Context: an optimization exercise on an open-source flow, tuned for small area and a short achievable clock period. The choices shown serve that exercise and are no tape-out recipe.

==> inputs of job 3357 <==
Design fir_gen, start of the top module:
module fir_gen (
  input clk, input reset, input Load_x,
  input signed [8:0] x_in, input signed [8:0] c_in,
  output signed [10:0] y_out);
  reg [11:0] cm [0:14];   
  reg [2:0] cs [0:14];    
  reg [8:0] x;
  reg [10:0] x3;
  wire [10:0] x3_in = {x_in[8], x_in[8], x_in} + {x_in[8], x_in, 1'b0};
  reg [18:0] a14_0;
  reg [18:0] a14_1;
  reg [18:0] a13_0;
  reg [18:0] a13_1;
  reg [18:0] a12_0;
  reg [18:0] a12_1;
  reg [18:0] a11_0;
  reg [18:0] a11_1;
  reg [18:0] a10_0;
  reg [18:0] a10_1;
  reg [18:0] a9_0;
  reg [18:0] a9_1;
  reg [18:0] a8_0;
  reg [18:0] a8_1;
  reg [18:0] a7_0;
  reg [18:0] a7_1;
  reg [18:0] a6_0;
  reg [18:0] a6_1;
  reg [18:0] a5_0;
  reg [18:0] a5_1;
  reg [18:0] a4_0;
  reg [18:0] a4_1;
  reg [18:0] a3_0;
  reg [18:0] a3_1;
  reg [18:0] a2_0;
  reg [18:0] a2_1;
  reg [18:0] a1_0;
  reg [18:0] a1_1;
  reg [18:0] q0;
  reg [18:0] q1;
  wire [9:0] cx = {c_in, 1'b0};
  wire [11:0] cin_m;
  wire [2:0] cin_s;
  genvar j;
  generate for (j = 0; j < 3; j = j + 1) begin : rec
    wire p = cx[3*j+2] ^ cx[3*j+3];
    wire q = cx[3*j+1] ^ cx[3*j+3];
    wire r = cx[3*j] ^ cx[3*j+3];
    assign cin_m[4*j]   = ~p & (q ^ r);
    assign cin_m[4*j+1] = (~p & q & r) | (p & ~q & ~r);
    assign cin_m[4*j+2] = p & (q ^ r);
    assign cin_m[4*j+3] = p & q & r;
    assign cin_s[j] = cx[3*j+3];
  end endgenerate
  reg [10:0] y;
  assign y_out = y;
  integer k;
  always @(posedge clk or posedge reset)
    if (reset) begin
      for (k = 0; k < 15; k = k + 1) begin cm[k] <= 12'd0; cs[k] <= 3'd0; end
    end else if (!Load_x) begin
      cm[14] <= cin_m;
      cs[14] <= cin_s;
      for (k = 0; k < 14; k = k + 1) begin cm[k] <= cm[k+1]; cs[k] <= cs[k+1]; end
    end
  ...
==> flow/config.mk <==
export PLATFORM = sky130hd
export DESIGN_NAME = fir_gen
export DESIGN_NICKNAME = fir_gen
export VERILOG_FILES = /design/flow/design.v
export SDC_FILE = /design/flow/constraint.sdc
export NUM_CORES = 4
export LEC_CHECK = 0
export CAP_MARGIN = 20
export CORE_MARGIN = 2
export CORE_UTILIZATION = 55
export SLEW_MARGIN = 20
export SYNTH_HIERARCHICAL = 1
export SYNTH_MINIMUM_KEEP_SIZE = 0
==> flow/constraint.sdc <==
create_clock -name core_clock -period 6.0 [get_ports {clk}]
set_input_delay 1.2000 -clock core_clock [delete_from_list [all_inputs] [get_ports {clk}]]
set_output_delay 1.2000 -clock core_clock [all_outputs]
set_load 0.01 [all_outputs]
run.sh (not shown) runs the stock make flow with config.mk's settings and CLKGATE_MAP_FILE= SYNTH_SCRIPT=/design/flow/synth_recipe.tcl, a recipe that flattens the netlist after the stock synthesis.
==> job 108: changes against job 3357 <==
--- a/flow/config.mk
+++ b/flow/config.mk
@@ -9,4 +9,5 @@
 export CORE_MARGIN = 2
 export CORE_UTILIZATION = 55
+export SETUP_SLACK_MARGIN = 2.6
 export SLEW_MARGIN = 20
 export SYNTH_HIERARCHICAL = 1
==> notes <==
Die area is the same in job 3357 and job 108.
Between job 108 and job 3357, the lower register-to-register slack is in job 3357 (gap 0.48 ns).
In job 108 the count of clock-buffer cells in the layout is lower than in job 3357, by 3.
Of job 108 and job 3357, job 3357 has the higher critical path depth (gap 3).
Against job 3357, the clock skew of job 108 is lower by 0.0013 ns.
In synthesized cell count, job 108 and job 3357 do not differ.
Between job 3357 and job 108, the lower hold slack is in job 108 (gap 0.0031 ns).
==> figures <==
| quantity | job 3357 | job 108 |
|---|---|---|
| Run status | complete, no violations | complete, no violations |
| Total track usage | 30.4% | 31.1% |
| Wire length on met2 | 66100 µm | 68000 µm |
| Total clock buffers created by CTS | 92 | 93 |
| Per-cell routed wire length | 27.8 µm | 29.0 µm |
| Slew at the pin closest to its max-slew limit | 1.14 ns | 1.14 ns |
| Final critical-path setup slack | 2.04 ns | 2.66 ns |
| Startpoint of the lowest-slack register-to-register path | x[8]$_DFF_P_ | x3[0]$_DFF_P_ |
| Final Routed Wirelength | 135000 µm | 141000 µm |
| Met3 capacity usage during global routing | 5.34% | 5.33% |
| Crit path max fanout | 13 | 11 |
| Number of design-rule violations left by the first detailed-router iteration | 2533 | 2707 |
| Resize count post-CTS | 0 | 22 |
| Total number of vias | 31500 | 31800 |
No functional check of the RTL was part of any run of this note.

* * *

==> inputs of 06-04 <==
Another version of the RTL of fir_gen (not shown whole).
clock: 6.0 ns
lec_check: 0
cap_margin: 20
core_margin: 2
core_utilization: 40
slew_margin: 20
==> 01-02 (differences from 06-04) <==
--- a/flow/config.mk
+++ b/flow/config.mk
@@ -7,5 +7,7 @@
 export LEC_CHECK = 0
+export ABC_CLOCK_PERIOD_IN_PS = 2800
 export CAP_MARGIN = 20
 export CORE_MARGIN = 2
-export CORE_UTILIZATION = 40
+export CORE_UTILIZATION = 55
+export SETUP_SLACK_MARGIN = 3.2
 export SLEW_MARGIN = 20
==> run summary <==
Of 01-02 and 06-04, 06-04 has the higher die area (gap about 27%, measured against 06-04). Against 01-02, the core utilization of 06-04 is lower by 30 points. Against 01-02, the clock-buffer cell count of 06-04 is lower by 5. In 01-02 the critical path depth is lower than in 06-04, by 1. Between 01-02 and 06-04, the lower sequential share of layout area is in 01-02 (gap 4.3 points).
==> figures <==
metric	01-02	06-04
Endpoint required time on the critical path	6560 ps	6570 ps
Sequential cell area share	18.7%	23.0%
Vertical extent of the die	341 um	399 um
Buffers and inverters on the worst path	4	3
Met1 track demand over resource in global routing	51.8%	28.3%
Total of clock buffers placed in the layout	124	119
Combined global-route utilization of all metal layers	37.7%	21.0%
Length of routed wiring on met1	90900 um	72900 um
Vias in the first global route	52700	46800
Worst slack, placed	1970 ps	1460 ps
ANT cells	5	0
Run status	finished clean	finished clean
Post-CTS Resized	1339	0
Amount of wire on met2 after detailed routing	101000 um	79500 um
No run of this note included a check of the RTL's function; only the layout flow was run.

port drivers added, routing unchanged:
The results above use ideal ports. As a check the final layouts listed here were re-extracted and re-timed, cells and wires unchanged.
Step 1 sets driving cells, clkbuf_16 on the clock port and buf_2 on the other inputs (assumed; they add their load-dependent delay and slew).
Step 2 adds t to the input delays and takes it off the output delays; t is the mean of the earliest and latest rising clock arrival at the registers after step 1. Input paths then give back, and output paths get back, about the clock's delay inside the block.
Slacks: ideal ports / drivers / drivers and shift; pairs: ideal ports / drivers.
run	shift t [ns]	setup slack, ns	worst register clock-pin slew, ns	worst data-port slew with drivers (ns)
job 3357	0.739	2.037 / 2.086 / 1.347	0.07 / 0.07	0.15
job 108	0.731	2.664 / 2.681 / 1.963	0.07 / 0.07	0.16
06-04	0.764	1.383 / 1.383 / 1.383	0.07 / 0.07	0.04
01-02	0.753	2.274 / 2.274 / 2.274	0.07 / 0.07	0.06
After both steps every run listed still meets setup and hold. The setup slack of job 108, which loses most, moves by +0.017 ns with the drivers and by -0.701 ns with both steps.
